Background: an optimization exercise with open tools, aiming at small area, a short achievable clock period and few clock cycles per item. Do not read the settings as production practice.
Function was checked by simulation only, so behaviour that the tests miss may differ from the original.

--- flow/config.mk ---
export PLATFORM = sky130hd
export DESIGN_NAME = arctan
export DESIGN_NICKNAME = arctan
export VERILOG_FILES = /design/flow/design.v
export SDC_FILE = /design/flow/constraint.sdc
export NUM_CORES = 4
export LEC_CHECK = 0
export ABC_AREA = 1
export CAP_MARGIN = 20
export CORE_MARGIN = 2
export CORE_UTILIZATION = 40
export CTS_CLUSTER_DIAMETER = 40
export CTS_CLUSTER_SIZE = 20
export SETUP_SLACK_MARGIN = 2.5
export SLEW_MARGIN = 20
--- flow/constraint.sdc ---
create_clock -name core_clock -period 5.0 [get_ports {s00_axis_aclk}]
set_input_delay 1.0000 -clock core_clock [delete_from_list [all_inputs] [get_ports {s00_axis_aclk}]]
set_output_delay 1.0000 -clock core_clock [all_outputs]
set_load 0.01 [all_outputs]
--- flow/design.v ---
module arctan #
	(
		parameter integer C_S00_AXIS_TDATA_WIDTH	= 32,
		parameter integer C_M00_AXIS_TDATA_WIDTH	= 32,
    parameter integer ITERATIONS = 16
	)
	(
		input wire  s00_axis_aclk, s00_axis_aresetn,
		input wire  s00_axis_tlast, s00_axis_tvalid,
		input wire [C_S00_AXIS_TDATA_WIDTH-1 : 0] s00_axis_tdata,
		input wire [(C_S00_AXIS_TDATA_WIDTH/8)-1: 0] s00_axis_tstrb,
		output logic  s00_axis_tready,
		input wire  m00_axis_aclk, m00_axis_aresetn,
		input wire  m00_axis_tready,
		output logic  m00_axis_tvalid, m00_axis_tlast,
		output logic [C_M00_AXIS_TDATA_WIDTH-1 : 0] m00_axis_tdata,
		output logic [(C_M00_AXIS_TDATA_WIDTH/8)-1: 0] m00_axis_tstrb
	);
  logic sv;   
  logic ov;   
  wire adv = ~sv;
  logic rdy;   
  assign s00_axis_tready = rdy;
  wire signed [15:0] x_in = s00_axis_tdata[15:0];
  wire signed [15:0] y_in = s00_axis_tdata[31:16];
  logic s0_v;
  logic [4:0] s0_side;
  logic signed [15:0] s0_x, s0_y;
  logic [1:0] s0_q;
  logic [0:0] s0_b;
  logic s1_v;
  logic [4:0] s1_side;
  logic signed [15:0] s1_x, s1_y;
  logic [1:0] s1_q;
  logic [1:0] s1_b;
  logic s2_v;
  logic [4:0] s2_side;
  logic signed [15:0] s2_x, s2_y;
  logic [1:0] s2_q;
  logic [2:0] s2_b;
  logic s3_v;
  logic [4:0] s3_side;
  logic signed [15:0] s3_x, s3_y;
  logic [1:0] s3_q;
  logic [3:0] s3_b;
  logic s4_v;
  logic [4:0] s4_side;
  logic signed [15:0] s4_x, s4_y;
  logic [1:0] s4_q;
  logic [4:0] s4_b;
  logic s5_v;
  logic [4:0] s5_side;
  logic signed [15:0] s5_x, s5_y;
  logic [1:0] s5_q;
  logic [5:0] s5_b;
  logic s6_v;
  logic [4:0] s6_side;
  logic signed [15:0] s6_x, s6_y;
  logic [1:0] s6_q;
  logic [6:0] s6_b;
  logic s7_v;
  logic [4:0] s7_side;
  logic signed [15:0] s7_x, s7_y;
  logic [1:0] s7_q;
  logic [7:0] s7_b;
  logic s8_v;
  logic [4:0] s8_side;
  logic signed [15:0] s8_x, s8_y;
  logic [1:0] s8_q;
  logic [8:0] s8_b;
  logic s9_v;
  logic [4:0] s9_side;
  logic signed [15:0] s9_x, s9_y;
  logic [1:0] s9_q;
  logic [9:0] s9_b;
  logic s10_v;
  logic [4:0] s10_side;
  logic signed [15:0] s10_x, s10_y;
  logic [1:0] s10_q;
  logic [10:0] s10_b;
  logic s11_v;
  logic [4:0] s11_side;
  logic signed [15:0] s11_x, s11_y;
  logic [1:0] s11_q;
  logic [11:0] s11_b;
  logic s12_v;
  logic [4:0] s12_side;
  logic signed [15:0] s12_x, s12_y;
  logic [1:0] s12_q;
  logic [12:0] s12_b;
  logic s13_v;
  logic [4:0] s13_side;
  logic signed [15:0] s13_x, s13_y;
  logic [3:0] s13_kpc;
  logic signed [18:0] s13_kk;
  logic [1:0] s13_q;
  logic [13:0] s13_b;
  logic s14_v;
  logic [4:0] s14_side;
  logic signed [18:0] s14_r;
  logic signed [4:0] s14_pc;
  logic [1:0] s14_bl;
  wire c0_neg = x_in[15];
  wire c0_yneg = y_in[15];
  logic signed [15:0] c0_xf, c0_yf;
  assign c0_xf = (x_in ^ {16{c0_neg}}) + 16'(c0_neg);
  assign c0_yf = (y_in ^ {16{c0_neg}}) + 16'(c0_neg);
  wire c0_dn0 = ~c0_yf[15];   
  logic [0:0] c0_b;
  assign c0_b = {c0_dn0};
  always_ff @(posedge s00_axis_aclk) begin
    if (s00_axis_aresetn == 1'b0) s0_v <= 1'b0;
    else if (adv) s0_v <= s00_axis_tvalid;
  end
  always_ff @(posedge s00_axis_aclk) begin
    if (adv) begin
      s0_x <= c0_xf;
      s0_y <= c0_yf;
      s0_q <= {c0_neg, c0_yneg};
      s0_b <= c0_b;
      s0_side <= {s00_axis_tlast, s00_axis_tstrb};
    end
  end
  wire c1_d0 = s0_b[0];   
  logic signed [15:0] c1_x1, c1_y1;
  logic signed [15:0] c1_x1_op;
  assign c1_x1_op = (s0_y >>> 0);
  logic [16:0] c1_x1_s;
  assign c1_x1_s = {s0_x, 1'b1} + {c1_x1_op ^ {16{s0_y[15]}}, s0_y[15]};
  assign c1_x1 = c1_x1_s[16:1];
  logic signed [15:0] c1_y1_op;
  assign c1_y1_op = (s0_x >>> 0);
  logic [16:0] c1_y1_s;
  assign c1_y1_s = {s0_y, 1'b1} + {c1_y1_op ^ {16{c1_d0}}, c1_d0};
  assign c1_y1 = c1_y1_s[16:1];
  wire c1_dn1 = ~c1_y1[15];   
  logic [1:0] c1_b;
  assign c1_b = {c1_dn1, s0_b};
  always_ff @(posedge s00_axis_aclk) begin
    if (s00_axis_aresetn == 1'b0) s1_v <= 1'b0;
    else if (adv) s1_v <= s0_v;
  end
  always_ff @(posedge s00_axis_aclk) begin
    if (adv) begin
      s1_x <= c1_x1;
      s1_y <= c1_y1;
      s1_q <= s0_q;
      s1_b <= c1_b;
      s1_side <= s0_side;
    end
  end
  wire c2_d1 = s1_b[1];   
  logic signed [15:0] c2_x2, c2_y2;
  logic signed [15:0] c2_x2_op;
  assign c2_x2_op = (s1_y >>> 1);
  logic [16:0] c2_x2_s;
  assign c2_x2_s = {s1_x, 1'b1} + {c2_x2_op ^ {16{s1_y[15]}}, s1_y[15]};
  assign c2_x2 = c2_x2_s[16:1];
  logic signed [15:0] c2_y2_op;
  assign c2_y2_op = (s1_x >>> 1);
  logic [16:0] c2_y2_s;
  assign c2_y2_s = {s1_y, 1'b1} + {c2_y2_op ^ {16{c2_d1}}, c2_d1};
  assign c2_y2 = c2_y2_s[16:1];
  wire c2_dn2 = ~c2_y2[15];   
  logic [2:0] c2_b;
  assign c2_b = {c2_dn2, s1_b};
  always_ff @(posedge s00_axis_aclk) begin
    if (s00_axis_aresetn == 1'b0) s2_v <= 1'b0;
    else if (adv) s2_v <= s1_v;
  end
  always_ff @(posedge s00_axis_aclk) begin
    if (adv) begin
      s2_x <= c2_x2;
      s2_y <= c2_y2;
      s2_q <= s1_q;
      s2_b <= c2_b;
      s2_side <= s1_side;
    end
  end
  wire c3_d2 = s2_b[2];   
  logic signed [15:0] c3_x3, c3_y3;
  logic signed [15:0] c3_x3_op;
  assign c3_x3_op = (s2_y >>> 2);
  logic [16:0] c3_x3_s;
  assign c3_x3_s = {s2_x, 1'b1} + {c3_x3_op ^ {16{s2_y[15]}}, s2_y[15]};
  assign c3_x3 = c3_x3_s[16:1];
  logic signed [15:0] c3_y3_op;
  assign c3_y3_op = (s2_x >>> 2);
  logic [16:0] c3_y3_s;
  assign c3_y3_s = {s2_y, 1'b1} + {c3_y3_op ^ {16{c3_d2}}, c3_d2};
  assign c3_y3 = c3_y3_s[16:1];
  wire c3_dn3 = ~c3_y3[15];   
  logic [3:0] c3_b;
  assign c3_b = {c3_dn3, s2_b};
  always_ff @(posedge s00_axis_aclk) begin
    if (s00_axis_aresetn == 1'b0) s3_v <= 1'b0;
    else if (adv) s3_v <= s2_v;
  end
  always_ff @(posedge s00_axis_aclk) begin
    if (adv) begin
      s3_x <= c3_x3;
      s3_y <= c3_y3;
      s3_q <= s2_q;
      s3_b <= c3_b;
      s3_side <= s2_side;
    end
  end
  wire c4_d3 = s3_b[3];   
  logic signed [15:0] c4_x4, c4_y4;
  logic signed [15:0] c4_x4_op;
  assign c4_x4_op = (s3_y >>> 3);
  logic [16:0] c4_x4_s;
  assign c4_x4_s = {s3_x, 1'b1} + {c4_x4_op ^ {16{s3_y[15]}}, s3_y[15]};
  assign c4_x4 = c4_x4_s[16:1];
  logic signed [15:0] c4_y4_op;
  assign c4_y4_op = (s3_x >>> 3);
  logic [16:0] c4_y4_s;
  assign c4_y4_s = {s3_y, 1'b1} + {c4_y4_op ^ {16{c4_d3}}, c4_d3};
  assign c4_y4 = c4_y4_s[16:1];
  wire c4_dn4 = ~c4_y4[15];   
  logic [4:0] c4_b;
  assign c4_b = {c4_dn4, s3_b};
  always_ff @(posedge s00_axis_aclk) begin
    if (s00_axis_aresetn == 1'b0) s4_v <= 1'b0;
    else if (adv) s4_v <= s3_v;
  end
  always_ff @(posedge s00_axis_aclk) begin
    if (adv) begin
      s4_x <= c4_x4;
      s4_y <= c4_y4;
      s4_q <= s3_q;
      s4_b <= c4_b;
      s4_side <= s3_side;
    end
  end
  wire c5_d4 = s4_b[4];   
  logic signed [15:0] c5_x5, c5_y5;
  logic signed [15:0] c5_x5_op;
  assign c5_x5_op = (s4_y >>> 4);
  logic [16:0] c5_x5_s;
  assign c5_x5_s = {s4_x, 1'b1} + {c5_x5_op ^ {16{s4_y[15]}}, s4_y[15]};
  assign c5_x5 = c5_x5_s[16:1];
  logic signed [15:0] c5_y5_op;
  assign c5_y5_op = (s4_x >>> 4);
  logic [16:0] c5_y5_s;
  assign c5_y5_s = {s4_y, 1'b1} + {c5_y5_op ^ {16{c5_d4}}, c5_d4};
  assign c5_y5 = c5_y5_s[16:1];
  wire c5_dn5 = ~c5_y5[15];   
  logic [5:0] c5_b;
  assign c5_b = {c5_dn5, s4_b};
  always_ff @(posedge s00_axis_aclk) begin
    if (s00_axis_aresetn == 1'b0) s5_v <= 1'b0;
    else if (adv) s5_v <= s4_v;
  end
  always_ff @(posedge s00_axis_aclk) begin
    if (adv) begin
      s5_x <= c5_x5;
      s5_y <= c5_y5;
      s5_q <= s4_q;
      s5_b <= c5_b;
      s5_side <= s4_side;
    end
  end
  wire c6_d5 = s5_b[5];   
  logic signed [15:0] c6_x6, c6_y6;
  logic signed [15:0] c6_x6_op;
  assign c6_x6_op = (s5_y >>> 5);
  logic [16:0] c6_x6_s;
  assign c6_x6_s = {s5_x, 1'b1} + {c6_x6_op ^ {16{s5_y[15]}}, s5_y[15]};
  assign c6_x6 = c6_x6_s[16:1];
  logic signed [15:0] c6_y6_op;
  assign c6_y6_op = (s5_x >>> 5);
  logic [16:0] c6_y6_s;
  assign c6_y6_s = {s5_y, 1'b1} + {c6_y6_op ^ {16{c6_d5}}, c6_d5};
  assign c6_y6 = c6_y6_s[16:1];
  wire c6_dn6 = ~c6_y6[15];   
  logic [6:0] c6_b;
  assign c6_b = {c6_dn6, s5_b};
  always_ff @(posedge s00_axis_aclk) begin
    if (s00_axis_aresetn == 1'b0) s6_v <= 1'b0;
    else if (adv) s6_v <= s5_v;
  end
  always_ff @(posedge s00_axis_aclk) begin
    if (adv) begin
      s6_x <= c6_x6;
      s6_y <= c6_y6;
      s6_q <= s5_q;
      s6_b <= c6_b;
      s6_side <= s5_side;
    end
  end
  wire c7_d6 = s6_b[6];   
  logic signed [15:0] c7_x7, c7_y7;
  logic signed [15:0] c7_x7_op;
  assign c7_x7_op = (s6_y >>> 6);
  logic [16:0] c7_x7_s;
  assign c7_x7_s = {s6_x, 1'b1} + {c7_x7_op ^ {16{s6_y[15]}}, s6_y[15]};
  assign c7_x7 = c7_x7_s[16:1];
  logic signed [15:0] c7_y7_op;
  assign c7_y7_op = (s6_x >>> 6);
  logic [16:0] c7_y7_s;
  assign c7_y7_s = {s6_y, 1'b1} + {c7_y7_op ^ {16{c7_d6}}, c7_d6};
  assign c7_y7 = c7_y7_s[16:1];
  wire c7_dn7 = ~c7_y7[15];   
  logic [7:0] c7_b;
  assign c7_b = {c7_dn7, s6_b};
  always_ff @(posedge s00_axis_aclk) begin
    if (s00_axis_aresetn == 1'b0) s7_v <= 1'b0;
    else if (adv) s7_v <= s6_v;
  end
  always_ff @(posedge s00_axis_aclk) begin
    if (adv) begin
      s7_x <= c7_x7;
      s7_y <= c7_y7;
      s7_q <= s6_q;
      s7_b <= c7_b;
      s7_side <= s6_side;
    end
  end
  wire c8_d7 = s7_b[7];   
  logic signed [15:0] c8_x8, c8_y8;
  logic signed [15:0] c8_x8_op;
  assign c8_x8_op = (s7_y >>> 7);
  logic [16:0] c8_x8_s;
  assign c8_x8_s = {s7_x, 1'b1} + {c8_x8_op ^ {16{s7_y[15]}}, s7_y[15]};
  assign c8_x8 = c8_x8_s[16:1];
  logic signed [15:0] c8_y8_op;
  assign c8_y8_op = (s7_x >>> 7);
  logic [16:0] c8_y8_s;
  assign c8_y8_s = {s7_y, 1'b1} + {c8_y8_op ^ {16{c8_d7}}, c8_d7};
  assign c8_y8 = c8_y8_s[16:1];
  wire c8_dn8 = ~c8_y8[15];   
  logic [8:0] c8_b;
  assign c8_b = {c8_dn8, s7_b};
  always_ff @(posedge s00_axis_aclk) begin
    if (s00_axis_aresetn == 1'b0) s8_v <= 1'b0;
    else if (adv) s8_v <= s7_v;
  end
  always_ff @(posedge s00_axis_aclk) begin
    if (adv) begin
      s8_x <= c8_x8;
      s8_y <= c8_y8;
      s8_q <= s7_q;
      s8_b <= c8_b;
      s8_side <= s7_side;
    end
  end
  wire c9_d8 = s8_b[8];   
  logic signed [15:0] c9_x9, c9_y9;
  logic signed [15:0] c9_x9_op;
  assign c9_x9_op = (s8_y >>> 8);
  logic [16:0] c9_x9_s;
  assign c9_x9_s = {s8_x, 1'b1} + {c9_x9_op ^ {16{s8_y[15]}}, s8_y[15]};
  assign c9_x9 = c9_x9_s[16:1];
  logic signed [15:0] c9_y9_op;
  assign c9_y9_op = (s8_x >>> 8);
  logic [16:0] c9_y9_s;
  assign c9_y9_s = {s8_y, 1'b1} + {c9_y9_op ^ {16{c9_d8}}, c9_d8};
  assign c9_y9 = c9_y9_s[16:1];
  wire c9_dn9 = ~c9_y9[15];   
  logic [9:0] c9_b;
  assign c9_b = {c9_dn9, s8_b};
  always_ff @(posedge s00_axis_aclk) begin
    if (s00_axis_aresetn == 1'b0) s9_v <= 1'b0;
    else if (adv) s9_v <= s8_v;
  end
  always_ff @(posedge s00_axis_aclk) begin
    if (adv) begin
      s9_x <= c9_x9;
      s9_y <= c9_y9;
      s9_q <= s8_q;
      s9_b <= c9_b;
      s9_side <= s8_side;
    end
  end
  wire c10_d9 = s9_b[9];   
  logic signed [15:0] c10_x10, c10_y10;
  logic signed [15:0] c10_x10_op;
  assign c10_x10_op = (s9_y >>> 9);
  logic [16:0] c10_x10_s;
  assign c10_x10_s = {s9_x, 1'b1} + {c10_x10_op ^ {16{s9_y[15]}}, s9_y[15]};
  assign c10_x10 = c10_x10_s[16:1];
  logic signed [15:0] c10_y10_op;
  assign c10_y10_op = (s9_x >>> 9);
  logic [16:0] c10_y10_s;
  assign c10_y10_s = {s9_y, 1'b1} + {c10_y10_op ^ {16{c10_d9}}, c10_d9};
  assign c10_y10 = c10_y10_s[16:1];
  wire c10_dn10 = ~c10_y10[15];   
  logic [10:0] c10_b;
  assign c10_b = {c10_dn10, s9_b};
  always_ff @(posedge s00_axis_aclk) begin
    if (s00_axis_aresetn == 1'b0) s10_v <= 1'b0;
    else if (adv) s10_v <= s9_v;
  end
  always_ff @(posedge s00_axis_aclk) begin
    if (adv) begin
      s10_x <= c10_x10;
      s10_y <= c10_y10;
      s10_q <= s9_q;
      s10_b <= c10_b;
      s10_side <= s9_side;
    end
  end
  wire c11_d10 = s10_b[10];   
  logic signed [15:0] c11_x11, c11_y11;
  logic signed [15:0] c11_x11_op;
  assign c11_x11_op = (s10_y >>> 10);
  logic [16:0] c11_x11_s;
  assign c11_x11_s = {s10_x, 1'b1} + {c11_x11_op ^ {16{s10_y[15]}}, s10_y[15]};
  assign c11_x11 = c11_x11_s[16:1];
  logic signed [15:0] c11_y11_op;
  assign c11_y11_op = (s10_x >>> 10);
  logic [16:0] c11_y11_s;
  assign c11_y11_s = {s10_y, 1'b1} + {c11_y11_op ^ {16{c11_d10}}, c11_d10};
  assign c11_y11 = c11_y11_s[16:1];
  wire c11_dn11 = ~c11_y11[15];   
  logic [11:0] c11_b;
  assign c11_b = {c11_dn11, s10_b};
  always_ff @(posedge s00_axis_aclk) begin
    if (s00_axis_aresetn == 1'b0) s11_v <= 1'b0;
    else if (adv) s11_v <= s10_v;
  end
  always_ff @(posedge s00_axis_aclk) begin
    if (adv) begin
      s11_x <= c11_x11;
      s11_y <= c11_y11;
      s11_q <= s10_q;
      s11_b <= c11_b;
      s11_side <= s10_side;
    end
  end
  wire c12_d11 = s11_b[11];   
  logic signed [15:0] c12_x12, c12_y12;
  logic signed [15:0] c12_x12_op;
  assign c12_x12_op = (s11_y >>> 11);
  logic [16:0] c12_x12_s;
  assign c12_x12_s = {s11_x, 1'b1} + {c12_x12_op ^ {16{s11_y[15]}}, s11_y[15]};
  assign c12_x12 = c12_x12_s[16:1];
  logic signed [15:0] c12_y12_op;
  assign c12_y12_op = (s11_x >>> 11);
  logic [16:0] c12_y12_s;
  assign c12_y12_s = {s11_y, 1'b1} + {c12_y12_op ^ {16{c12_d11}}, c12_d11};
  assign c12_y12 = c12_y12_s[16:1];
  wire c12_dn12 = ~c12_y12[15];   
  logic [12:0] c12_b;
  assign c12_b = {c12_dn12, s11_b};
  always_ff @(posedge s00_axis_aclk) begin
    if (s00_axis_aresetn == 1'b0) s12_v <= 1'b0;
    else if (adv) s12_v <= s11_v;
  end
  always_ff @(posedge s00_axis_aclk) begin
    if (adv) begin
      s12_x <= c12_x12;
      s12_y <= c12_y12;
      s12_q <= s11_q;
      s12_b <= c12_b;
      s12_side <= s11_side;
    end
  end
  wire c13_d12 = s12_b[12];   
  logic signed [15:0] c13_x13, c13_y13;
  logic signed [15:0] c13_x13_op;
  assign c13_x13_op = (s12_y >>> 12);
  logic [16:0] c13_x13_s;
  assign c13_x13_s = {s12_x, 1'b1} + {c13_x13_op ^ {16{s12_y[15]}}, s12_y[15]};
  assign c13_x13 = c13_x13_s[16:1];
  logic signed [15:0] c13_y13_op;
  assign c13_y13_op = (s12_x >>> 12);
  logic [16:0] c13_y13_s;
  assign c13_y13_s = {s12_y, 1'b1} + {c13_y13_op ^ {16{c13_d12}}, c13_d12};
  assign c13_y13 = c13_y13_s[16:1];
  logic signed [18:0] c13_k, c13_k0, c13_k1, c13_k2;
  assign c13_k0 = (s12_b[4] ? (s12_b[3] ? (s12_b[2] ? (s12_b[1] ? (s12_b[0] ? 19'sd53037 : 19'sd1567) : (s12_b[0] ? 19'sd22653 : -19'sd28817)) : (s12_b[1] ? (s12_b[0] ? 19'sd36983 : -19'sd14487) : (s12_b[0] ? 19'sd6599 : -19'sd44871))) : (s12_b[2] ? (s12_b[1] ? (s12_b[0] ? 19'sd44889 : -19'sd6581) : (s12_b[0] ? 19'sd14505 : -19'sd36965)) : (s12_b[1] ? (s12_b[0] ? 19'sd28835 : -19'sd22635) : (s12_b[0] ? -19'sd1549 : -19'sd53019)))) : (s12_b[3] ? (s12_b[2] ? (s12_b[1] ? (s12_b[0] ? 19'sd48947 : -19'sd2523) : (s12_b[0] ? 19'sd18563 : -19'sd32907)) : (s12_b[1] ? (s12_b[0] ? 19'sd32893 : -19'sd18577) : (s12_b[0] ? 19'sd2509 : -19'sd48961))) : (s12_b[2] ? (s12_b[1] ? (s12_b[0] ? 19'sd40799 : -19'sd10671) : (s12_b[0] ? 19'sd10415 : -19'sd41055)) : (s12_b[1] ? (s12_b[0] ? 19'sd24745 : -19'sd26725) : (s12_b[0] ? -19'sd5639 : -19'sd57109)))));
  assign c13_k1 = (s12_b[4] ? (s12_b[3] ? (s12_b[2] ? (s12_b[1] ? (s12_b[0] ? 19'sd155980 : 19'sd104510) : (s12_b[0] ? 19'sd125596 : 19'sd74126)) : (s12_b[1] ? (s12_b[0] ? 19'sd139926 : 19'sd88456) : (s12_b[0] ? 19'sd109542 : 19'sd58072))) : (s12_b[2] ? (s12_b[1] ? (s12_b[0] ? 19'sd147832 : 19'sd96362) : (s12_b[0] ? 19'sd117448 : 19'sd65978)) : (s12_b[1] ? (s12_b[0] ? 19'sd131778 : 19'sd80308) : (s12_b[0] ? 19'sd101394 : 19'sd49924)))) : (s12_b[3] ? (s12_b[2] ? (s12_b[1] ? (s12_b[0] ? 19'sd151890 : 19'sd100420) : (s12_b[0] ? 19'sd121506 : 19'sd70036)) : (s12_b[1] ? (s12_b[0] ? 19'sd135836 : 19'sd84366) : (s12_b[0] ? 19'sd105452 : 19'sd53982))) : (s12_b[2] ? (s12_b[1] ? (s12_b[0] ? 19'sd143742 : 19'sd92272) : (s12_b[0] ? 19'sd113358 : 19'sd61888)) : (s12_b[1] ? (s12_b[0] ? 19'sd127688 : 19'sd76218) : (s12_b[0] ? 19'sd97304 : 19'sd45834)))));
  assign c13_k2 = (s12_b[4] ? (s12_b[3] ? (s12_b[2] ? (s12_b[1] ? (s12_b[0] ? -19'sd49906 : -19'sd101376) : (s12_b[0] ? -19'sd80290 : -19'sd131760)) : (s12_b[1] ? (s12_b[0] ? -19'sd65960 : -19'sd117430) : (s12_b[0] ? -19'sd96344 : -19'sd147814))) : (s12_b[2] ? (s12_b[1] ? (s12_b[0] ? -19'sd58054 : -19'sd109524) : (s12_b[0] ? -19'sd88438 : -19'sd139908)) : (s12_b[1] ? (s12_b[0] ? -19'sd74108 : -19'sd125578) : (s12_b[0] ? -19'sd104492 : -19'sd155962)))) : (s12_b[3] ? (s12_b[2] ? (s12_b[1] ? (s12_b[0] ? -19'sd53996 : -19'sd105466) : (s12_b[0] ? -19'sd84380 : -19'sd135850)) : (s12_b[1] ? (s12_b[0] ? -19'sd70050 : -19'sd121520) : (s12_b[0] ? -19'sd100434 : -19'sd151904))) : (s12_b[2] ? (s12_b[1] ? (s12_b[0] ? -19'sd62144 : -19'sd113614) : (s12_b[0] ? -19'sd92528 : -19'sd143998)) : (s12_b[1] ? (s12_b[0] ? -19'sd78198 : -19'sd129668) : (s12_b[0] ? -19'sd108582 : -19'sd160052)))));
  assign c13_k = s12_q[1] ? (s12_q[0] ? c13_k2 : c13_k1) : c13_k0;
  logic [3:0] c13_pc;
  assign c13_pc = (s12_b[12] ? (s12_b[11] ? (s12_b[10] ? (s12_b[9] ? (s12_b[8] ? (s12_b[7] ? (s12_b[6] ? (s12_b[5] ? 4'd8 : 4'd7) : (s12_b[5] ? 4'd7 : 4'd6)) : (s12_b[6] ? (s12_b[5] ? 4'd7 : 4'd6) : (s12_b[5] ? 4'd6 : 4'd5))) : (s12_b[7] ? (s12_b[6] ? (s12_b[5] ? 4'd7 : 4'd6) : (s12_b[5] ? 4'd6 : 4'd5)) : (s12_b[6] ? (s12_b[5] ? 4'd6 : 4'd5) : (s12_b[5] ? 4'd5 : 4'd4)))) : (s12_b[8] ? (s12_b[7] ? (s12_b[6] ? (s12_b[5] ? 4'd7 : 4'd6) : (s12_b[5] ? 4'd6 : 4'd5)) : (s12_b[6] ? (s12_b[5] ? 4'd6 : 4'd5) : (s12_b[5] ? 4'd5 : 4'd4))) : (s12_b[7] ? (s12_b[6] ? (s12_b[5] ? 4'd6 : 4'd5) : (s12_b[5] ? 4'd5 : 4'd4)) : (s12_b[6] ? (s12_b[5] ? 4'd5 : 4'd4) : (s12_b[5] ? 4'd4 : 4'd3))))) : (s12_b[9] ? (s12_b[8] ? (s12_b[7] ? (s12_b[6] ? (s12_b[5] ? 4'd7 : 4'd6) : (s12_b[5] ? 4'd6 : 4'd5)) : (s12_b[6] ? (s12_b[5] ? 4'd6 : 4'd5) : (s12_b[5] ? 4'd5 : 4'd4))) : (s12_b[7] ? (s12_b[6] ? (s12_b[5] ? 4'd6 : 4'd5) : (s12_b[5] ? 4'd5 : 4'd4)) : (s12_b[6] ? (s12_b[5] ? 4'd5 : 4'd4) : (s12_b[5] ? 4'd4 : 4'd3)))) : (s12_b[8] ? (s12_b[7] ? (s12_b[6] ? (s12_b[5] ? 4'd6 : 4'd5) : (s12_b[5] ? 4'd5 : 4'd4)) : (s12_b[6] ? (s12_b[5] ? 4'd5 : 4'd4) : (s12_b[5] ? 4'd4 : 4'd3))) : (s12_b[7] ? (s12_b[6] ? (s12_b[5] ? 4'd5 : 4'd4) : (s12_b[5] ? 4'd4 : 4'd3)) : (s12_b[6] ? (s12_b[5] ? 4'd4 : 4'd3) : (s12_b[5] ? 4'd3 : 4'd2)))))) : (s12_b[10] ? (s12_b[9] ? (s12_b[8] ? (s12_b[7] ? (s12_b[6] ? (s12_b[5] ? 4'd7 : 4'd6) : (s12_b[5] ? 4'd6 : 4'd5)) : (s12_b[6] ? (s12_b[5] ? 4'd6 : 4'd5) : (s12_b[5] ? 4'd5 : 4'd4))) : (s12_b[7] ? (s12_b[6] ? (s12_b[5] ? 4'd6 : 4'd5) : (s12_b[5] ? 4'd5 : 4'd4)) : (s12_b[6] ? (s12_b[5] ? 4'd5 : 4'd4) : (s12_b[5] ? 4'd4 : 4'd3)))) : (s12_b[8] ? (s12_b[7] ? (s12_b[6] ? (s12_b[5] ? 4'd6 : 4'd5) : (s12_b[5] ? 4'd5 : 4'd4)) : (s12_b[6] ? (s12_b[5] ? 4'd5 : 4'd4) : (s12_b[5] ? 4'd4 : 4'd3))) : (s12_b[7] ? (s12_b[6] ? (s12_b[5] ? 4'd5 : 4'd4) : (s12_b[5] ? 4'd4 : 4'd3)) : (s12_b[6] ? (s12_b[5] ? 4'd4 : 4'd3) : (s12_b[5] ? 4'd3 : 4'd2))))) : (s12_b[9] ? (s12_b[8] ? (s12_b[7] ? (s12_b[6] ? (s12_b[5] ? 4'd6 : 4'd5) : (s12_b[5] ? 4'd5 : 4'd4)) : (s12_b[6] ? (s12_b[5] ? 4'd5 : 4'd4) : (s12_b[5] ? 4'd4 : 4'd3))) : (s12_b[7] ? (s12_b[6] ? (s12_b[5] ? 4'd5 : 4'd4) : (s12_b[5] ? 4'd4 : 4'd3)) : (s12_b[6] ? (s12_b[5] ? 4'd4 : 4'd3) : (s12_b[5] ? 4'd3 : 4'd2)))) : (s12_b[8] ? (s12_b[7] ? (s12_b[6] ? (s12_b[5] ? 4'd5 : 4'd4) : (s12_b[5] ? 4'd4 : 4'd3)) : (s12_b[6] ? (s12_b[5] ? 4'd4 : 4'd3) : (s12_b[5] ? 4'd3 : 4'd2))) : (s12_b[7] ? (s12_b[6] ? (s12_b[5] ? 4'd4 : 4'd3) : (s12_b[5] ? 4'd3 : 4'd2)) : (s12_b[6] ? (s12_b[5] ? 4'd3 : 4'd2) : (s12_b[5] ? 4'd2 : 4'd1))))))) : (s12_b[11] ? (s12_b[10] ? (s12_b[9] ? (s12_b[8] ? (s12_b[7] ? (s12_b[6] ? (s12_b[5] ? 4'd7 : 4'd6) : (s12_b[5] ? 4'd6 : 4'd5)) : (s12_b[6] ? (s12_b[5] ? 4'd6 : 4'd5) : (s12_b[5] ? 4'd5 : 4'd4))) : (s12_b[7] ? (s12_b[6] ? (s12_b[5] ? 4'd6 : 4'd5) : (s12_b[5] ? 4'd5 : 4'd4)) : (s12_b[6] ? (s12_b[5] ? 4'd5 : 4'd4) : (s12_b[5] ? 4'd4 : 4'd3)))) : (s12_b[8] ? (s12_b[7] ? (s12_b[6] ? (s12_b[5] ? 4'd6 : 4'd5) : (s12_b[5] ? 4'd5 : 4'd4)) : (s12_b[6] ? (s12_b[5] ? 4'd5 : 4'd4) : (s12_b[5] ? 4'd4 : 4'd3))) : (s12_b[7] ? (s12_b[6] ? (s12_b[5] ? 4'd5 : 4'd4) : (s12_b[5] ? 4'd4 : 4'd3)) : (s12_b[6] ? (s12_b[5] ? 4'd4 : 4'd3) : (s12_b[5] ? 4'd3 : 4'd2))))) : (s12_b[9] ? (s12_b[8] ? (s12_b[7] ? (s12_b[6] ? (s12_b[5] ? 4'd6 : 4'd5) : (s12_b[5] ? 4'd5 : 4'd4)) : (s12_b[6] ? (s12_b[5] ? 4'd5 : 4'd4) : (s12_b[5] ? 4'd4 : 4'd3))) : (s12_b[7] ? (s12_b[6] ? (s12_b[5] ? 4'd5 : 4'd4) : (s12_b[5] ? 4'd4 : 4'd3)) : (s12_b[6] ? (s12_b[5] ? 4'd4 : 4'd3) : (s12_b[5] ? 4'd3 : 4'd2)))) : (s12_b[8] ? (s12_b[7] ? (s12_b[6] ? (s12_b[5] ? 4'd5 : 4'd4) : (s12_b[5] ? 4'd4 : 4'd3)) : (s12_b[6] ? (s12_b[5] ? 4'd4 : 4'd3) : (s12_b[5] ? 4'd3 : 4'd2))) : (s12_b[7] ? (s12_b[6] ? (s12_b[5] ? 4'd4 : 4'd3) : (s12_b[5] ? 4'd3 : 4'd2)) : (s12_b[6] ? (s12_b[5] ? 4'd3 : 4'd2) : (s12_b[5] ? 4'd2 : 4'd1)))))) : (s12_b[10] ? (s12_b[9] ? (s12_b[8] ? (s12_b[7] ? (s12_b[6] ? (s12_b[5] ? 4'd6 : 4'd5) : (s12_b[5] ? 4'd5 : 4'd4)) : (s12_b[6] ? (s12_b[5] ? 4'd5 : 4'd4) : (s12_b[5] ? 4'd4 : 4'd3))) : (s12_b[7] ? (s12_b[6] ? (s12_b[5] ? 4'd5 : 4'd4) : (s12_b[5] ? 4'd4 : 4'd3)) : (s12_b[6] ? (s12_b[5] ? 4'd4 : 4'd3) : (s12_b[5] ? 4'd3 : 4'd2)))) : (s12_b[8] ? (s12_b[7] ? (s12_b[6] ? (s12_b[5] ? 4'd5 : 4'd4) : (s12_b[5] ? 4'd4 : 4'd3)) : (s12_b[6] ? (s12_b[5] ? 4'd4 : 4'd3) : (s12_b[5] ? 4'd3 : 4'd2))) : (s12_b[7] ? (s12_b[6] ? (s12_b[5] ? 4'd4 : 4'd3) : (s12_b[5] ? 4'd3 : 4'd2)) : (s12_b[6] ? (s12_b[5] ? 4'd3 : 4'd2) : (s12_b[5] ? 4'd2 : 4'd1))))) : (s12_b[9] ? (s12_b[8] ? (s12_b[7] ? (s12_b[6] ? (s12_b[5] ? 4'd5 : 4'd4) : (s12_b[5] ? 4'd4 : 4'd3)) : (s12_b[6] ? (s12_b[5] ? 4'd4 : 4'd3) : (s12_b[5] ? 4'd3 : 4'd2))) : (s12_b[7] ? (s12_b[6] ? (s12_b[5] ? 4'd4 : 4'd3) : (s12_b[5] ? 4'd3 : 4'd2)) : (s12_b[6] ? (s12_b[5] ? 4'd3 : 4'd2) : (s12_b[5] ? 4'd2 : 4'd1)))) : (s12_b[8] ? (s12_b[7] ? (s12_b[6] ? (s12_b[5] ? 4'd4 : 4'd3) : (s12_b[5] ? 4'd3 : 4'd2)) : (s12_b[6] ? (s12_b[5] ? 4'd3 : 4'd2) : (s12_b[5] ? 4'd2 : 4'd1))) : (s12_b[7] ? (s12_b[6] ? (s12_b[5] ? 4'd3 : 4'd2) : (s12_b[5] ? 4'd2 : 4'd1)) : (s12_b[6] ? (s12_b[5] ? 4'd2 : 4'd1) : (s12_b[5] ? 4'd1 : 4'd0))))))));
  wire c13_dn13 = ~c13_y13[15];   
  logic [13:0] c13_b;
  assign c13_b = {c13_dn13, s12_b};
  always_ff @(posedge s00_axis_aclk) begin
    if (s00_axis_aresetn == 1'b0) s13_v <= 1'b0;
    else if (adv) s13_v <= s12_v;
  end
  always_ff @(posedge s00_axis_aclk) begin
    if (adv) begin
      s13_x <= c13_x13;
      s13_y <= c13_y13;
      s13_kpc <= c13_pc;
      s13_kk <= c13_k;
      s13_q <= s12_q;
      s13_b <= c13_b;
      s13_side <= s12_side;
    end
  end
  wire c14_d13 = s13_b[13];   
  logic signed [15:0] c14_y14;
  logic signed [15:0] c14_y14_op;
  assign c14_y14_op = (s13_x >>> 13);
  logic [16:0] c14_y14_s;
  assign c14_y14_s = {s13_y, 1'b1} + {c14_y14_op ^ {16{c14_d13}}, c14_d13};
  assign c14_y14 = c14_y14_s[16:1];
  wire c14_d14 = ~c14_y14[15];   
  logic signed [18:0] c14_k;
  assign c14_k = s13_kk;
  logic [18:0] c14_bv;
  assign c14_bv = {1'b0, 1'b0, 1'b0, 1'b0, 1'b0, 1'b0, 1'b0, s13_b[5], s13_b[6], s13_b[7], s13_b[8], s13_b[9], s13_b[10], s13_b[11], s13_b[12], 1'b0, 1'b0, 1'b0, 1'b0};
  logic signed [18:0] c14_r;
  logic [8:0] c14_lo;
  assign c14_lo = {1'b0, c14_k[11:4]} + {1'b0, c14_bv[11:4]};
  logic [6:0] c14_h0, c14_h1;
  assign c14_h0 = c14_k[18:12];
  assign c14_h1 = c14_k[18:12] + 7'd1;
  assign c14_r = {c14_lo[8] ? c14_h1 : c14_h0, c14_lo[7:0], c14_k[3:0]};
  logic [3:0] c14_pc;
  assign c14_pc = s13_kpc;
  logic signed [4:0] c14_t;
  assign c14_t = {3'b000, s13_b[13], s13_b[13]} - {1'b0, c14_pc};
  logic [14:0] c14_b;
  assign c14_b = {c14_d14, s13_b};
  always_ff @(posedge s00_axis_aclk) begin
    if (s00_axis_aresetn == 1'b0) s14_v <= 1'b0;
    else if (adv) s14_v <= s13_v;
  end
  always_ff @(posedge s00_axis_aclk) begin
    if (adv) begin
      s14_r <= c14_r;
      s14_pc <= c14_t;
      s14_bl <= c14_b[14:13];
      s14_side <= s13_side;
    end
  end
  logic signed [18:0] c15_ph;
  logic [18:0] c15_su;
  assign c15_su = {s14_r[18:1], 1'b1} + {18'(s14_pc), s14_bl[1]};
  assign c15_ph = {c15_su[18:1], s14_r[0]};
      logic signed [18:0] o_ph;
      logic signed [18:0] k_ph;
      logic [4:0] o_side, k_side;
      wire push = adv & s14_v;
      wire load_o = m00_axis_tready | ~ov;
      always_ff @(posedge s00_axis_aclk) begin
        if (s00_axis_aresetn == 1'b0) begin
          ov <= 1'b0;
          sv <= 1'b0;
        end else if (load_o) begin
          ov <= sv | push;
          sv <= 1'b0;
        end else begin
          sv <= sv | push;
        end
      end
  always_ff @(posedge s00_axis_aclk) begin
    if (s00_axis_aresetn == 1'b0) rdy <= 1'b1;
    else if (load_o) rdy <= 1'b1;
    else rdy <= ~(sv | push);
  end
      always_ff @(posedge s00_axis_aclk) begin
        if (load_o) begin
          o_ph <= sv ? 19'(k_ph) : c15_ph;
          o_side <= sv ? k_side : s14_side;
        end
        if (adv) begin
          k_ph <= c15_ph;
          k_side <= s14_side;
        end
      end
      assign m00_axis_tvalid = ov;
  logic [12:0] o_sx;
  always_ff @(posedge s00_axis_aclk) begin
    o_sx[0] <= load_o ? (sv ? k_ph[18] : c15_ph[18]) : o_ph[18];
    for (int i = 1; i < 13; i++) o_sx[i] <= load_o ? (sv ? k_ph[18] : c15_ph[18]) : o_sx[i-1];
  end
  assign m00_axis_tdata = {o_sx, o_ph};
      assign m00_axis_tlast = o_side[4];
      assign m00_axis_tstrb = o_side[3:0];
    endmodule
--- flow/run.sh ---
#!/bin/bash
# synth_recipe.tcl (not shown) runs the flow's synth.tcl, then flattens the netlist and writes it again
# the make line also repeats each setting of config.mk as NAME=value (left out here)
make -C /OpenROAD-flow-scripts/flow DESIGN_CONFIG=/design/flow/config.mk WORK_HOME=/design/flow/orfs CLKGATE_MAP_FILE= SYNTH_SCRIPT=/design/flow/synth_recipe.tcl finish
==> results of run 1 <==
==> path summary, 6_finish.rpt <==
| check | from | to | slack (ns) |
|---|---|---|---|
| setup / recovery | s12_b[12] | s13_y[13] | 2.55 |
| hold / removal | s10_b[5] | s11_b[5] | 0.39 |
| setup reg to reg | s12_b[12] | s13_y[13] | 2.55 |
| hold reg to reg | s10_b[5] | s11_b[5] | 0.39 |
==> logic make-up after synthesis <==
group                      count (synthesis)  share of synthesized area
and+or+nand+nor                         1613                      0.145
AOI/OAI and AO/OA                        814                     0.0976
DFF                                      763                      0.480
xor gates and xnor gates                 702                      0.134
buffers and inverters                    463                     0.0392
adders and majority gates                383                      0.104
muxes                                      1                   0.000215
==> area by class of cell <==
type                       instances  area share
inverter                         395      0.0274
clock buffer                     127      0.0535
timing repair buffer             234      0.0394
clock inverter                    85      0.0177
multi-input combinational       3514       0.422
sequential                       763       0.405
tap                             1524      0.0346
==> state kept, by name (all words and copies together), names as in the netlist, 19 cells and up <==
register and flops:
k_ph 19, o_ph 19, s13_kk 19, s14_r 19
==> per-stage QoR <==
stage          cells  hold slack, ns  utilization
2_1_floorplan   4739           0.400            -
3_3_place_gp    6283           0.401        0.424
3_5_place_dp    6283           0.405        0.424
4_1_cts         6566           0.409        0.465
5_1_grt         6642           0.420        0.477
6_report        6642           0.393        0.477
==> layout by cell type, fill, tap and decap left out, types with 12 or more instances in the layout <==
cell	count
clkinv_2	15
ha_1	353
nand3_1	232
nand3_2	13
clkdlybuf4s50_1	39
a21oi_1	325
xor2_2	15
clkinvlp_4	13
nand2_1	931
xor2_1	535
o21ai_1	49
clkbuf_16	117
o31ai_1	20
o21bai_1	19
dfxtp_1	54
dlygate4sd2_1	39
xnor2_1	142
ha_2	17
buf_4	129
o21ai_2	17
nand4_1	27
nand3b_1	25
o21ai_0	179
edfxtp_1	708
buf_12	18
a31oi_1	14
inv_1	389
inv_6	16
a21oi_2	56
clkinv_4	12
nor2_2	14
nor3_1	50
nor2_1	267
a21o_1	51
bufinv_16	12
==> what timing repair did <==
item | CTS | global route
setup endpoints to repair | 256 | 146
pin swaps | 1 | 69
gates cloned | 0 | 2
buffers inserted | 71 | 74
gates resized for setup | 67 | 242
==> layer usage <==
metal  vias up  routed length [um]  share of wire
met2       495               48500           0.48
met4         0                2760          0.028
met5         -                   0              0
li1      17000                   -              -
met1     15200               45700           0.46
met3       171                3360          0.034
==> out/summary.json, run 1 <==
{
  "status": {
    "run_status": "no timing/DRC/antenna violations"
  },
  "worst_setup_path": {
    "start_kind": "register",
    "crit_family": "flip-flops",
    "worst-endpoint-arrival_ns": 2.90,
    "worst-path-stages": 10,
    "setup.worst_path.end_class": "register",
    "worst_path_max_delay_cell": "edfxtp_1",
    "worstSetupPathType": "reg2reg",
    "critical-path-max-stage-delay_ns": 0.54,
    "r2r.worst_path.cells": 10,
    "crit_buf_inv": 2,
    "crit_path_cell_trace": "buf_4 -> xor2_1 -> ha_1 -> nand2_1 -> o21ai_1 -> inv_1 -> o21ai_1 -> nand3_1 -> nand3_1 -> nand2_1",
    "cp.required_ns": 5.45,
    "crit_fanout": 6
  },
  "placement": {
    "dpl.hpwl_mm": 74.2,
    "dp_slack_ns": 1.63,
    "placement.cell_area_mm2": 0.0490,
    "port-buffer-count": 79,
    "globalplace.congestion": 0.851
  },
  "grt": {
    "global_route.peak_usage_layer": "met2",
    "grt_pass1_wl_mm": 161,
    "grt_util_met3": 0.0227,
    "initial_antenna_violation_count": 0,
    "grt_usage": 0.164,
    "m1_gr_usage": 0.212,
    "met2_demand_to_capacity_share_in_global_routing": 0.281,
    "globalRoute.totalOverflow": 0,
    "grt_max_degree": 190,
    "vias_in_the_first_global_route": 31400
  },
  "detailed_routing": {
    "average_wire_length_per_cell_after_detail_routing_um": 15.1,
    "route.vias.total": 32800,
    "dr.first_iter.drc_count": 1823,
    "postRouteWirelength_mm": 100,
    "detail_route.drc_violations": 0,
    "drt.antenna.violating_nets": 0,
    "detail_route.first_pass.iterations": 5,
    "drt-vias-per-instance": 4.94
  },
  "synthesis": {
    "synth-edff-count": 708,
    "mean_instance_size_in_the_synthesized_netlist_um2": 9.82,
    "yosys.cell_types.count": 58,
    "most_instantiated_library_cell_after_synthesis": "nand2_1",
    "synth_top_area_share": 0.457,
    "synth.yosys.seq_area_share": 0.480,
    "count_of_state_elements_after_synthesis": 763,
    "post_synth_instance_area_mm2": 0.0466,
    "yosys-top-cells-area": "edfxtp_1, xor2_1, ha_1",
    "ys.warnings.count": 1,
    "synthesis.nets": 5165,
    "postSynth.asyncResetShare": 0,
    "dominantRegCellSynth": "edfxtp_1",
    "synth_top_cells_by_count": "nand2_1, edfxtp_1, xor2_1",
    "post_synth_inst_count": 4739,
    "library_cell_occupying_the_most_area_in_the_post_synthesis_netlist": "edfxtp_1"
  },
  "floorplanning": {
    "initial_core_util": 0.402,
    "die_h_um": 345,
    "ios": 82,
    "num_rows": 125,
    "core_mm2": 0.116,
    "floorplan.die_area_mm2": 0.119,
    "die_x_um": 345
  },
  "finish": {
    "final_layout_size_suffix_gt1_frac": 0.111,
    "multi_input_area_mm2": 0.0233,
    "layout.nets": 5447,
    "n_antenna_cell": 0,
    "fillers": 10700,
    "final-seq-area_mm2": 0.0224,
    "area.growth.synth_to_final_pct": 18.5,
    "final_non_filler_cell_area_mm2": 0.0552
  },
  "worst_hold_path": {
    "holdPathStages": 0,
    "hold_path.class": "reg2reg"
  },
  "clock_tree": {
    "cts_hold_buf": 0,
    "cts.reportedPaths.clkPinSlew_ns": 0.06,
    "cts-root-to-sink-buffers": 3,
    "ctsHtreeMaxLevel": 3,
    "cts-root-buf": "clkbuf_16",
    "clock_insertion_delay_worst_skew_ns": 0.69,
    "clock-sinks": 763,
    "tritoncts": "done",
    "cts_buffers": 113
  },
  "sta": {
    "timing.final.crit_share": 0.490,
    "finalSetupTns_ns": 0,
    "post-route-min-period_ns": 2.45,
    "layout_setup_ws_ns": 2.55,
    "setup-violations-final": 0,
    "achievable-frequency_mhz": 408,
    "finalMaxSlewViolations": 0,
    "rsz0062_at_grt": "true",
    "final_hold_viol_count": 0,
    "worst_clk_skew_ns": 0.0367,
    "timing.max_slew.rel_slack": 0.272,
    "worst-slew-pin-transition_ns": 1.09
  },
  "run": {
    "max-cap-violations": 0
  }
}
Testbench counts, summed over its fixed seeds: cycles 16,128, items 16,000.
==> run 2: changes to the inputs <==
--- a/flow/config.mk
+++ b/flow/config.mk
@@ -10,6 +10,6 @@
 export CORE_MARGIN = 2
 export CORE_UTILIZATION = 40
-export CTS_CLUSTER_DIAMETER = 40
-export CTS_CLUSTER_SIZE = 20
+export CTS_CLUSTER_DIAMETER = 60
+export CTS_CLUSTER_SIZE = 30
 export SETUP_SLACK_MARGIN = 2.5
 export SLEW_MARGIN = 20
==> run 2 against run 1 <==
Critical path depth fell by 1. Core utilization fell by 1.1 points. Cell area fell by 2.4%. Count of clock-buffer cells in the layout fell by 46. Critical path type unchanged.
==> out/summary.json, run 2 <==
{
  "status": {
    "run_status": "no timing/DRC/antenna violations"
  },
  "synthesis": {
    "post_synth_instance_area": {"value": 0.0466, "unit": "mm2", "change": "unchanged"},
    "dominantRegCellSynth": "edfxtp_1",
    "yosys.cell_types.count": {"value": 58, "change": "unchanged"},
    "postSynth.asyncResetShare": {"value": 0, "change": "unchanged"},
    "yosys-top-cells-area": "edfxtp_1, xor2_1, ha_1",
    "mean_instance_size_in_the_synthesized_netlist": {"value": 9.82, "unit": "um2", "change": "unchanged"},
    "synth_top_area_share": {"value": 0.457, "change": "unchanged"},
    "synth_top_cells_by_count": "nand2_1, edfxtp_1, xor2_1",
    "most_instantiated_library_cell_after_synthesis": "nand2_1",
    "count_of_state_elements_after_synthesis": {"value": 763, "change": "unchanged"},
    "library_cell_occupying_the_most_area_in_the_post_synthesis_netlist": "edfxtp_1",
    "synth-edff-count": {"value": 708, "change": "unchanged"},
    "post_synth_inst_count": {"value": 4739, "change": "unchanged"},
    "synth.yosys.seq_area_share": {"value": 0.480, "change": "unchanged"},
    "ys.warnings.count": {"value": 1, "change": "unchanged"},
    "synthesis.nets": {"value": 5165, "change": "unchanged"}
  },
  "worst_setup_path": {
    "critical-path-max-stage-delay": {"value": 0.48, "unit": "ns", "change": "-0.06 ns"},
    "cp_common_cell": "nand3_1",
    "cp.required": {"value": 5.40, "unit": "ns", "change": "-0.05 ns"},
    "setup.worst_path.end_class": "register",
    "crit_path_cell_trace": "buf_4 -> xor2_2 -> ha_1 -> nand2_1 -> nor2_1 -> nand3_1 -> nand3_1 -> a21oi_1 -> xor2_1",
    "crit_fanout": {"value": 5, "change": "-1"},
    "worstSetupPathType": "reg2reg",
    "start_kind": "register",
    "worst_path_max_delay_cell": "edfxtp_1",
    "worst-endpoint-arrival": {"value": 2.87, "unit": "ns", "change": "-0.03 ns"}
  },
  "grt": {
    "grt_util_met3": {"value": 0.0229, "change": "+0.000269"},
    "grt_usage": {"value": 0.163, "change": "-0.00116"},
    "global_route.peak_usage_layer": "met2",
    "met2_demand_to_capacity_share_in_global_routing": {"value": 0.282, "change": "+0.00103"},
    "grt_pass1_wl": {"value": 160, "unit": "mm", "change": "-0.52%"},
    "globalRoute.totalOverflow": {"value": 0, "change": "unchanged"},
    "vias_in_the_first_global_route": {"value": 31000, "change": "-1.1%"},
    "initial_antenna_violation_count": {"value": 0, "change": "unchanged"},
    "grt_max_degree": {"value": 190, "change": "unchanged"},
    "m1_gr_usage": {"value": 0.213, "change": "about the same"}
  },
  "finish": {
    "final_common_cell": "nand2_1",
    "final_non_filler_cell_area": {"value": 0.0539, "unit": "mm2", "change": "-2.4%"},
    "area.growth.synth_to_final_pct": 15.7,
    "final-instance-count-excl-fill": {"value": 6565, "change": "-1.2%"},
    "fillers": {"value": 10800, "change": "+1.3%"},
    "n_antenna_cell": {"value": 0, "change": "unchanged"},
    "final_layout_size_suffix_gt1_frac": {"value": 0.0926, "change": "-0.0183"},
    "final-seq-area": {"value": 0.0224, "unit": "mm2", "change": "unchanged"},
    "layout.nets": {"value": 5405, "change": "-0.77%"},
    "multi_input_area": {"value": 0.0231, "unit": "mm2", "change": "-0.73%"},
    "post-route-util": {"value": 0.465, "change": "-0.0114"},
    "most-common-layout-cells": "nand2_1, edfxtp_1, xor2_1"
  },
  "placement": {
    "numPlacedInstances": {"value": 6283, "change": "unchanged"},
    "placement.cell_area": {"value": 0.0490, "unit": "mm2", "change": "unchanged"},
    "port-buffer-count": {"value": 79, "change": "unchanged"},
    "globalplace.congestion": {"value": 0.851, "change": "unchanged"},
    "dp_slack": {"value": 1.63, "unit": "ns", "change": "unchanged"},
    "dpl.hpwl": {"value": 74.2, "unit": "mm", "change": "unchanged"}
  },
  "detailed_routing": {
    "postRouteWirelength": {"value": 99.7, "unit": "mm", "change": "-0.67%"},
    "detail_route.drc_violations": {"value": 0, "change": "unchanged"},
    "dr.first_iter.drc_count": {"value": 1734, "change": "-4.9%"},
    "detail_route.first_pass.iterations": {"value": 5, "change": "unchanged"},
    "drt.antenna.violating_nets": {"value": 0, "change": "unchanged"},
    "drt-vias-per-instance": {"value": 4.96, "change": "+0.24%"},
    "route.vias.total": {"value": 32500, "change": "-0.92%"},
    "average_wire_length_per_cell_after_detail_routing": {"value": 15.2, "unit": "um", "change": "+0.49%"}
  },
  "sta": {
    "worst_hold_slack": {"value": 0.389, "unit": "ns", "change": "-0.00396 ns"},
    "finalSetupTns": {"value": 0, "unit": "ns", "change": "unchanged"},
    "timing.final.crit_share": {"value": 0.493, "change": "+0.00278"},
    "setup-violations-final": {"value": 0, "change": "unchanged"},
    "final_hold_viol_count": {"value": 0, "change": "unchanged"},
    "post-route-min-period": {"value": 2.46, "unit": "ns", "change": "+0.0139 ns"},
    "rsz0062_at_grt": "true",
    "timing.max_slew.rel_slack": {"value": 0.296, "change": "+0.0243"},
    "layout_setup_ws": {"value": 2.54, "unit": "ns", "change": "-0.0139 ns"},
    "worst-slew-pin-transition": {"value": 1.06, "unit": "ns", "change": "-0.0364 ns"},
    "worst_clk_skew": {"value": 0.0423, "unit": "ns", "change": "+0.00561 ns"},
    "achievable-frequency": {"value": 406, "unit": "MHz", "change": "-0.56%"},
    "finalMaxSlewViolations": {"value": 0, "change": "unchanged"}
  },
  "floorplanning": {
    "floorplan.die_area": {"value": 0.119, "unit": "mm2", "change": "unchanged"},
    "ios": {"value": 82, "change": "unchanged"},
    "core": {"value": 0.116, "unit": "mm2", "change": "unchanged"},
    "die_h": {"value": 345, "unit": "um", "change": "unchanged"},
    "die_x": {"value": 345, "unit": "um", "change": "unchanged"},
    "initial_core_util": {"value": 0.402, "change": "unchanged"},
    "num_rows": {"value": 125, "change": "unchanged"}
  },
  "clock_tree": {
    "cts-root-buf": "clkbuf_16",
    "tritoncts": "done",
    "cts_hold_buf": {"value": 0, "change": "unchanged"},
    "cts-root-to-sink-buffers": {"value": 3, "change": "unchanged"},
    "cts.reportedPaths.clkPinSlew": {"value": 0.08, "unit": "ns", "change": "+0.02 ns"},
    "cts_buffers": {"value": 78, "change": "-31%"},
    "clock_insertion_delay_worst_skew": {"value": 0.67, "unit": "ns", "change": "-0.02 ns"},
    "clock-sinks": {"value": 763, "change": "unchanged"},
    "ctsHtreeMaxLevel": {"value": 3, "change": "unchanged"}
  },
  "run": {
    "max-cap-violations": {"value": 0, "change": "unchanged"}
  },
  "worst_hold_path": {
    "hold_path.class": "reg2reg"
  }
}
run 2: cell counts after synthesis:
Identical to the previous run, type by type.
run 2: what timing repair did:
item / 4_1_cts / 5_1_grt
resized for setup: 64 / 211
gates cloned: 0 / 2
buffers inserted: 65 / 73
pin swaps: 1 / 55
setup endpoints to repair: 250 / 163
run 2: metal layers:
metal | part of all wire | wire (um)
met5 | 0 | 0
met4 | 0.024 | 2420
met3 | 0.032 | 3180
met2 | 0.49 | 48500
met1 | 0.46 | 45600
run 2: cell type report:
class | instances | area share
well taps | 1524 | 0.0354
multi-input cells | 3514 | 0.429
inverters | 395 | 0.0281
repair buffers | 227 | 0.0395
clock buffers | 81 | 0.0368
flip-flops and latches | 763 | 0.415
clock inverters | 61 | 0.0157
run 2: critical path, delay by kind of cell (launching register included):
family                     cells  cell delay, ns
AOI/OAI and AO/OA              1            0.12
buffers and inverters          1            0.19
xor gates and xnor gates       2            0.36
and+or+nand+nor                4            0.65
DFF                            1            0.48
adders and majority gates      1            0.39
run 2: final timing paths:
check             from   endpoint  slack (ns)  depth (start not counted)
min           s11_q[1]   s12_q[1]        0.39                          0
min reg2reg   s11_q[1]   s12_q[1]        0.39                          0
max          s12_b[12]  s13_y[14]        2.54                          9
max reg2reg  s12_b[12]  s13_y[14]        2.54                          9
run 2: cell families (layout without fill, tap and decap cells):
family,Yosys count,count (layout),share of synthesized area
XOR/XNOR,702,703,0.134
AO/OA/AOI/OAI,814,814,0.0976
flip-flops,763,763,0.480
AND/OR/NAND/NOR,1613,1613,0.145
multiplexers,1,1,0.000215
buffers and inverters,463,764,0.0392
adder cells (fa/ha/maj),383,383,0.104
==> run 3: changes to the inputs <==
--- a/flow/design.v
+++ b/flow/design.v
@@ -568,10 +568,10 @@
       end
       assign m00_axis_tvalid = ov;
-  logic [12:0] o_sx;
+  logic [3:0] o_sx;
   always_ff @(posedge s00_axis_aclk) begin
     o_sx[0] <= load_o ? (sv ? k_ph[18] : c15_ph[18]) : o_ph[18];
-    for (int i = 1; i < 13; i++) o_sx[i] <= load_o ? (sv ? k_ph[18] : c15_ph[18]) : o_sx[i-1];
+    for (int i = 1; i < 4; i++) o_sx[i] <= load_o ? (sv ? k_ph[18] : c15_ph[18]) : o_sx[i-1];
   end
-  assign m00_axis_tdata = {o_sx, o_ph};
+  assign m00_axis_tdata = {o_sx[3], o_sx[3], o_sx[3], o_sx[2], o_sx[2], o_sx[2], o_sx[1], o_sx[1], o_sx[1], o_sx[0], o_sx[0], o_sx[0], o_sx[0], o_ph};
       assign m00_axis_tlast = o_side[4];
       assign m00_axis_tstrb = o_side[3:0];
--- a/flow/config.mk
+++ b/flow/config.mk
@@ -10,6 +10,4 @@
 export CORE_MARGIN = 2
 export CORE_UTILIZATION = 40
-export CTS_CLUSTER_DIAMETER = 60
-export CTS_CLUSTER_SIZE = 30
 export SETUP_SLACK_MARGIN = 2.5
 export SLEW_MARGIN = 20
==> run 3 against run 2 <==
Routed wire length up 0.38%. Count of clock-buffer cells in the layout increased by 25. Highest routed layer unchanged. Sequential share of layout area is 0.25 points lower. Clock skew increased by 0.025 ns. First-iteration DRC count up 9.6%. Via count is essentially flat. Cell count is 0.20% higher. Sequential cell count down 9. Largest cell class unchanged.
==> out/summary.json, run 3 <==
{
  "status": {
    "run_status": "no timing/DRC/antenna violations"
  },
  "synthesis": {
    "yosys.cell_types.count": {"value": 63, "change": "+8.6%"},
    "synth_top_cells_by_count": "nand2_1, edfxtp_1, xor2_1",
    "most_instantiated_library_cell_after_synthesis": "nand2_1",
    "synth_top_area_share": {"value": 0.457, "change": "+0.000713"},
    "synthesis.nets": {"value": 5165, "change": "unchanged"},
    "dominantRegCellSynth": "edfxtp_1",
    "count_of_state_elements_after_synthesis": {"value": 754, "change": "-1.2%"},
    "synth-edff-count": {"value": 708, "change": "unchanged"},
    "post_synth_inst_count": {"value": 4739, "change": "unchanged"},
    "mean_instance_size_in_the_synthesized_netlist": {"value": 9.81, "unit": "um2", "change": "-0.16%"},
    "post_synth_instance_area": {"value": 0.0465, "unit": "mm2", "change": "-0.16%"},
    "postSynth.asyncResetShare": {"value": 0, "change": "unchanged"},
    "synth.yosys.seq_area_share": {"value": 0.477, "change": "-0.00313"},
    "library_cell_occupying_the_most_area_in_the_post_synthesis_netlist": "edfxtp_1",
    "ys.warnings.count": {"value": 1, "change": "unchanged"},
    "yosys-top-cells-area": "edfxtp_1, xor2_1, ha_1"
  },
  "sta": {
    "finalMaxSlewViolations": {"value": 0, "change": "unchanged"},
    "worst-slew-pin-transition": {"value": 1.02, "unit": "ns", "change": "-0.0400 ns"},
    "final_hold_viol_count": {"value": 0, "change": "unchanged"},
    "achievable-frequency": {"value": 409, "unit": "MHz", "change": "+0.73%"},
    "finalSetupTns": {"value": 0, "unit": "ns", "change": "unchanged"},
    "timing.final.crit_share": {"value": 0.489, "change": "-0.00359"},
    "worst_clk_skew": {"value": 0.0670, "unit": "ns", "change": "+0.0247 ns"},
    "timing.max_slew.rel_slack": {"value": 0.322, "change": "+0.0259"},
    "setup-violations-final": {"value": 0, "change": "unchanged"},
    "post-route-min-period": {"value": 2.45, "unit": "ns", "change": "-0.0180 ns"},
    "rsz0062_at_grt": "true"
  },
  "detailed_routing": {
    "detail_route.first_pass.iterations": {"value": 5, "change": "unchanged"},
    "drt.antenna.violating_nets": {"value": 0, "change": "unchanged"},
    "postRouteWirelength": {"value": 100, "unit": "mm", "change": "+0.38%"},
    "detail_route.drc_violations": {"value": 0, "change": "unchanged"},
    "average_wire_length_per_cell_after_detail_routing": {"value": 15.2, "unit": "um", "change": "+0.18%"},
    "drt-vias-per-instance": {"value": 4.95, "change": "-0.12%"},
    "dr.first_iter.drc_count": {"value": 1900, "change": "+9.6%"},
    "route.vias.total": {"value": 32600, "change": "+0.074%"}
  },
  "worst_setup_path": {
    "start_kind": "register",
    "r2r_setup_slk": {"value": 2.55, "unit": "ns", "change": "+0.02 ns"},
    "worstSetupPathType": "reg2reg",
    "crit_path_cell_trace": "buf_4 -> xor2_4 -> ha_1 -> nand2_1 -> a21oi_1 -> nor3b_1 -> nand3_1 -> a21oi_2 -> xor2_1",
    "crit_fanout": {"value": 5, "change": "unchanged"},
    "worst-endpoint-arrival": {"value": 2.97, "unit": "ns", "change": "+0.10 ns"},
    "cp.required": {"value": 5.52, "unit": "ns", "change": "+0.12 ns"},
    "critical-path-max-stage-delay": {"value": 0.50, "unit": "ns", "change": "+0.02 ns"},
    "worst_path_max_delay_cell": "edfxtp_1",
    "setup.worst_path.end_class": "register"
  },
  "floorplanning": {
    "core": {"value": 0.116, "unit": "mm2", "change": "unchanged"},
    "initial_core_util": {"value": 0.402, "change": "-0.000627"},
    "die_x": {"value": 345, "unit": "um", "change": "about the same"},
    "die_h": {"value": 345, "unit": "um", "change": "about the same"},
    "num_rows": {"value": 125, "change": "unchanged"},
    "ios": {"value": 82, "change": "unchanged"},
    "floorplan.die_area": {"value": 0.119, "unit": "mm2", "change": "-0.15%"}
  },
  "finish": {
    "most-common-layout-cells": "nand2_1, edfxtp_1, xor2_1",
    "final_layout_size_suffix_gt1_frac": {"value": 0.0938, "change": "+0.00115"},
    "area.growth.synth_to_final": {"value": 15.7, "unit": "%", "change": "about the same"},
    "final-instance-count-excl-fill": {"value": 6578, "change": "+0.20%"},
    "final_common_cell": "nand2_1",
    "n_antenna_cell": {"value": 0, "change": "unchanged"},
    "layout.nets": {"value": 5406, "change": "+0.019%"}
  },
  "grt": {
    "initial_antenna_violation_count": {"value": 0, "change": "unchanged"},
    "grt_usage": {"value": 0.166, "change": "+0.00273"},
    "grt_max_degree": {"value": 182, "change": "-4.2%"},
    "vias_in_the_first_global_route": {"value": 31100, "change": "+0.30%"},
    "globalRoute.totalOverflow": {"value": 0, "change": "unchanged"},
    "grt_pass1_wl": {"value": 160, "unit": "mm", "change": "-0.10%"}
  },
  "clock_tree": {
    "cts_buffers": {"value": 88, "change": "+13%"},
    "cts-root-to-sink-buffers": {"value": 3, "change": "unchanged"},
    "cts.reportedPaths.clkPinSlew": {"value": 0.06, "unit": "ns", "change": "-0.02 ns"},
    "clock_insertion_delay_worst_skew": {"value": 0.69, "unit": "ns", "change": "+0.02 ns"},
    "tritoncts": "done",
    "cts-root-buf": "clkbuf_16",
    "ctsHtreeMaxLevel": {"value": 3, "change": "unchanged"},
    "clock-sinks": {"value": 754, "change": "-1.2%"}
  },
  "placement": {
    "numPlacedInstances": {"value": 6275, "change": "-0.13%"},
    "port-buffer-count": {"value": 79, "change": "unchanged"},
    "dpl.hpwl": {"value": 73.8, "unit": "mm", "change": "-0.53%"},
    "globalplace.congestion": {"value": 0.875, "change": "+2.8%"}
  },
  "worst_hold_path": {
    "hold_path.class": "reg2reg"
  },
  "run": {
    "max-cap-violations": {"value": 0, "change": "unchanged"}
  }
}
## run 3: cell count changes in the layout (fill, tap and decap cells not counted), sizes merged, moves of 6 or more
cell,before,now
clkinvlp,5,12
inv,425,416
nand2,942,936
clkbuf,82,107
o211ai,11,19
dfxtp,55,46
clkinv,20,39
xnor2,142,128
a21oi,384,367
a21o,51,39
xor2,561,570
## run 3: metal layers
layer / global-route usage / wire length (um) / up-vias
met1: 0.217 / 45300 / 15000
met2: 0.283 / 48500 / 575
met5: 0 / 0 / -
met4: 0.0528 / 2490 / 0
met3: 0.0219 / 3840 / 155
li1: - / - / 16800
## run 3: cell type report
type                       count  area, um2
clock buffer                 106       2390
clock inverter                58        576
fill                       10900      62000
inverter                     414       1590
multi-input combinational   3497      23100
sequential                   754      22200
tap                         1524       1910
timing repair buffer         225       2060
## run 3: worst paths after layout
kind | start | end | cells past startpoint
worst min register to register | s13_kk[1] | s14_r[1] | 0
worst min-delay path | s13_kk[1] | s14_r[1] | 0
worst max register to register | s11_x[15] | s12_y[14] | 9
worst max-delay path | s11_x[15] | s12_y[14] | 9
## run 3: through the flow
stage | worst slack [ns] | hold slack, ns | area (um2) | utilization
2_1_floorplan | 2.37 | 0.400 | 46600 | -
3_5_place_dp | 1.78 | 0.405 | 48900 | 0.423
6_report | 2.55 | 0.364 | 53800 | 0.465
5_1_grt | 2.39 | 0.371 | 53800 | 0.465
4_1_cts | 2.44 | 0.356 | 52700 | 0.455
3_3_place_gp | 1.81 | 0.400 | 48900 | 0.423
## run 3: cell families (layout without fill, tap and decap cells)
logic type                 Yosys count  in the layout  synth area share
and+or+nand+nor                   1620           1620             0.146
AOI/OAI and AO/OA                  795            795            0.0956
DFF                                754            754             0.477
xor gates and xnor gates           697            698             0.134
buffers and inverters              489            803            0.0425
adders and majority gates          383            383             0.104
muxes                                1              1          0.000215
## run 3: critical path: cells and delay by family (launching register included)
| family | cells | cell delay, ns |
|---|---|---|
| fa+ha+maj | 1 | 0.36 |
| compound gates | 2 | 0.25 |
| simple gates | 3 | 0.59 |
| buf+inv | 1 | 0.21 |
| xor+xnor | 2 | 0.37 |
| flops | 1 | 0.50 |
## run 3: timing repair
action,4_1_cts,5_1_grt
resized for setup,64,188
pin swaps,3,41
hold buffers,0,0
cloned,0,1
endpoints found under the setup margin,706,162
setup buffers,75,63
Testbench counts of run 3, summed over its fixed seeds: cycles 16,128, items 16,000.

## static timing again, ports no longer ideal
How much do the figures lean on ideal ports? The routed layouts below were timed once more, with nothing changed but the port constraints. Step 1 (the two cells are an assumption about what drives the block):
set clk [get_ports {s00_axis_aclk}]
set_driving_cell -lib_cell sky130_fd_sc_hd__clkbuf_16 $clk
set_driving_cell -lib_cell sky130_fd_sc_hd__buf_2 [delete_from_list [all_inputs] $clk]
Step 2 adds t to the input delays and takes it off the output delays; t is the mean of the earliest and latest rising clock arrival at the registers after step 1. Input paths then give back, and output paths get back, about the clock's delay inside the block. a / b / c = ideal / step 1 / step 2; a / b = the first two.
| run | shift t [ns] | slack for setup (ns) | hold WS [ns] | worst setup path at the end | slew at the worst register clock pin (ns) |
|---|---|---|---|---|---|
| run 1 | 0.744 | 2.549 / 2.549 / 1.898 | 0.393 / 0.393 / 0.393 | input to register | 0.06 / 0.06 |
| run 2 | 0.725 | 2.535 / 2.535 / 1.935 | 0.389 / 0.389 / 0.389 | input to register | 0.09 / 0.09 |
| run 3 | 0.722 | 2.553 / 2.527 / 1.933 | 0.364 / 0.364 / 0.364 | input to register | 0.06 / 0.06 |
After both steps setup and hold are still met in every run listed. The setup slack of run 1, which loses most, moves by 0.000 ns with the drivers and by -0.651 ns with both steps.
